What follows belongs to an exercise in optimizing a design on an open flow for small area and a short achievable clock period; a production flow would make more cautious choices. Only simulation tests tie the RTL to the original design; equivalence was not proved. Power is estimated from default activity; no workload was simulated.

== build 73 ==
Design main, start of the top module:
module main(
   input start,
   input clk,
   input rst,
   input [7:0] pixel_in1,
   input [7:0] pixel_in2,
   input [7:0] pixel_in3,
   input [7:0] pixel_in4,
   input [7:0] filter,
   input [7:0] size,
   output reg ValidResult,
   output reg [18:0] Pixel_address,
   output reg [7:0] pixel_out1,
   output reg [7:0] pixel_out2,
   output reg [7:0] pixel_out3,
   output reg [7:0] pixel_out4
);
Size in the first run: about 100 I/O pins.
clock: 52.0 ns
lec_check: 0
abc_area: 1
cap_margin: 20
core_margin: 2
core_utilization: 55
cts_buf_list: sky130_fd_sc_hd__clkbuf_8
slew_margin: 20
run.sh (not shown) runs the stock make flow with config.mk's settings and CLKGATE_MAP_FILE= SYNTH_SCRIPT=/design/flow/synth_recipe.tcl, a recipe that flattens the netlist after the stock synthesis.
Build 73 completed every stage of the flow, and the final layout passed the timing, DRC and antenna checks.
Relative to build 73, the following input files were edited for build 21:
- a deleted CTS_BUF_LIST that had been sky130_fd_sc_hd__clkbuf_8
- a change of CORE_UTILIZATION from 55 to 40
- an added CTS_CLUSTER_SIZE of 24
- a change of SLEW_MARGIN from 20 to 50
- an added CTS_CLUSTER_DIAMETER of 60
- a deleted ABC_AREA that had been 1
[summary]
The core area of build 21 was inferior to that of build 73.
The run showing the smaller number of non-clock inverters is build 21.
Per the comparison of build 21 with build 73, share of total power in the clock network went down 3.2 points, smallest setup slack after layout went up 0.89 ns, final estimated routing congestion in global placement went down 0.036.
Build 21: PASS, flow complete, no timing, DRC or antenna violations
Looking at slowest library cell on the worst path, the sky130_fd_sc_hd__buf_4 result is from build 73; the sky130_fd_sc_hd__clkdlybuf4s50_1 one comes from build 21.
diff inputs: build 21 => build 1
- changing SLEW_MARGIN from 50 to 20
- removing CTS_CLUSTER_DIAMETER (formerly 60)
- removing CTS_CLUSTER_SIZE (formerly 24)
[summary]
In the metrics for build 21 and build 1, the one carrying the lower power is build 21.
Build 1 against build 21: final cell count without fillers now larger, number of detailed-route iterations in the first pass rose by 1, relative area change from synthesis to final layout shows an increase of 0.57 points.
Build 1 against build 21: part of the total power dissipated in the clock network increased by 3.1 points relative to the old numbers, maximum net fanout on the critical path now sits at about the same level, length in cells of the worst reg-to-reg path lost about 4.5%, die footprint stayed essentially flat.

========
Another version of the RTL of main (not shown whole).
Size: roughly 560 flip-flops, roughly 100 I/O pins, ~38,000 sq um of cells after synthesis.
make LEC_CHECK=0 CAP_MARGIN=20 CORE_MARGIN=2 CORE_UTILIZATION=40 CTS_CLUSTER_DIAMETER=60 CTS_CLUSTER_SIZE=24 PLACE_DENSITY=0.75 SLEW_MARGIN=50 finish   # period 52.0 ns
Edit:
- PLACE_DENSITY: 0.75 -> default
- SLEW_MARGIN: 50 -> 60
Result: The new run finished with timing, DRC and antenna clean. Total power went up by about 4.5%. Non-clock buffer count grows by 11. Die area is unchanged. Wire length grows by about 3%. Clock power climbs by 17%. Synthesized cell count does not change. Count of clock-buffer cells in the layout goes up by 5. Fmax stays flat. Combinational power goes up by about 2%. Cell count goes up by 0.40%. Worst setup slack loses 0.021 ns.
Edit:
- CORE_UTILIZATION: 40 -> 55
- CTS_CLUSTER_DIAMETER: 60 -> 70
- CTS_CLUSTER_SIZE: 24 -> 30
- SLEW_MARGIN: 60 -> 50
The new run ran to the end with no violations.
Worst setup slack is better by 0.011 ns.
Combinational power fell by about 2%.
Global-route usage rose by 10 points.
Core utilization rose by 16 points.
Sequential power stays flat.
Clock skew fell by 0.012 ns.
Cell count fell by 6.3%.
Die area fell by 27%.
Edit:
- CAP_MARGIN: 20 -> 50
- CORE_UTILIZATION: 55 -> 40
- CTS_CLUSTER_DIAMETER: 70 -> default
- CTS_CLUSTER_SIZE: 30 -> default
- SLEW_MARGIN: 50 -> 80
Effect: The new run went through all stages and came out clean. Final cell count grows by 10%. Non-clock buffer count came out higher by 164. Worst setup slack gains 0.16 ns. Area after synthesis does not change. Global-route usage falls by 9.4 points. Power climbs by 14%. Final area went up by 13%. Worst hold slack gets worse by 0.035 ns. Clock skew increases by 0.026 ns. Wire length climbs by 4.2%.
Edit:
- CAP_MARGIN: 50 -> 20
- CTS_CLUSTER_DIAMETER: default -> 60
- CTS_CLUSTER_SIZE: default -> 24
- SLEW_MARGIN: 80 -> 50
Effect: The new run finished clean; routed wire length decreases by a few percent; setup slack gets worse by 0.17 ns; worst hold slack hardly moves; cell area decreases by roughly a tenth; final cell count decreases by a few percent; critical path depth increases by 10; sequential power stays flat; count of clock-buffer cells in the layout decreases by 24.
Edit:
- CTS_CLUSTER_DIAMETER: 60 -> 70
- CTS_CLUSTER_SIZE: 24 -> 30
- PLACE_DENSITY: default -> 0.75
The changed run completed with no timing, DRC or antenna violations. Global-route usage went down by 0.73 points. Synthesized cell count does not change. Total power drops by a few percent. Worst hold slack improved by 0.020 ns. Sequential cell count does not change. Worst setup slack gains 0.096 ns. Core utilization decreases by 0.55 points. Die area stays the same. Sequential power is about the same. Register-to-register slack degrades by 0.10 ns.

========
07-26:
Starting RTL as in the previous note.
==> flow/design.v (excerpt) <==
module main(
   input start,
   input clk,
   input rst,
   input [7:0] pixel_in1,
   input [7:0] pixel_in2,
   input [7:0] pixel_in3,
   input [7:0] pixel_in4,
   input [7:0] filter,
   input [7:0] size,
   output reg ValidResult,
   output reg [18:0] Pixel_address,
   output reg [7:0] pixel_out1,
   output reg [7:0] pixel_out2,
   output reg [7:0] pixel_out3,
   output reg [7:0] pixel_out4
);
make LEC_CHECK=0 CAP_MARGIN=20 CORE_MARGIN=2 CORE_UTILIZATION=40 CTS_CLUSTER_DIAMETER=60 CTS_CLUSTER_SIZE=24 SLEW_MARGIN=20 finish   # period 52.0 ns
07-26 has completed all stages; timing, DRC and antenna checks passed.
The following lists how 10-04 was set up differently from 07-26:
diff --git a/flow/config.mk b/flow/config.mk
--- a/flow/config.mk
+++ b/flow/config.mk
@@ -11,3 +11,3 @@
-export CTS_CLUSTER_DIAMETER = 60
-export CTS_CLUSTER_SIZE = 24
-export SLEW_MARGIN = 20
+export CTS_CLUSTER_DIAMETER = 70
+export CTS_CLUSTER_SIZE = 30
+export SLEW_MARGIN = 50
Notes after the runs:
10-04: share of final layout cell area taken by clock buffers and inverters is 0.81 points lower than what 07-26 reported. [10-04 vs 07-26] critical path depth: higher in 10-04. On HPWL after detailed placement, 07-26 and 10-04 are neck and neck. Going from 07-26 to 10-04, post-layout total power now sits lower, net switching fraction of the power now sits higher, largest net degree at the start of global routing now sits at about the same level, via count now sits lower. Looking at the reports, 10-04 completed the entire flow and the layout it produced met the timing, DRC and antenna checks.

==> static timing again, ports no longer ideal <==
Ports are ideal in the flow. The routed layouts listed here were re-timed in OpenROAD. Step 1 assumes that a clkbuf_16 drives the clock port and a buf_2 every other input. Step 2, shift: input delay + t, output delay - t, t = (earliest + latest rising clock arrival at the registers) / 2. This alone moves slack from input paths to output paths. Three values: ideal ports, drivers, drivers and shift; two values: the first two.
run | t (ns) | slack for setup (ns) | slew at the worst register clock pin (ns)
build 73 | 0.786 | 38.762 / 38.802 / 38.016 | 0.07 / 0.07
build 21 | 0.683 | 39.654 / 39.702 / 39.019 | 0.09 / 0.09
build 1 | 0.712 | 39.609 / 39.655 / 38.943 | 0.08 / 0.08
the first run of note 2 | 0.676 | 39.799 / 39.846 / 39.170 | 0.10 / 0.10
the second run of note 2 | 0.699 | 39.778 / 39.826 / 39.128 | 0.09 / 0.09
the third run of note 2 | 0.679 | 39.789 / 39.836 / 39.157 | 0.11 / 0.11
the fourth run of note 2 | 0.720 | 39.949 / 39.874 / 39.360 | 0.07 / 0.07
the fifth run of note 2 | 0.696 | 39.781 / 39.827 / 39.131 | 0.10 / 0.10
the sixth run of note 2 | 0.730 | 39.877 / 39.872 / 39.199 | 0.12 / 0.12
07-26 | 0.703 | 39.384 / 39.434 / 38.731 | 0.09 / 0.09
10-04 | 0.667 | 39.766 / 39.811 / 39.144 | 0.12 / 0.12
After both steps setup and hold are still met in every run listed. For build 73, which loses most, drivers alone change the setup slack by +0.040 ns; drivers and shift together by -0.746 ns.
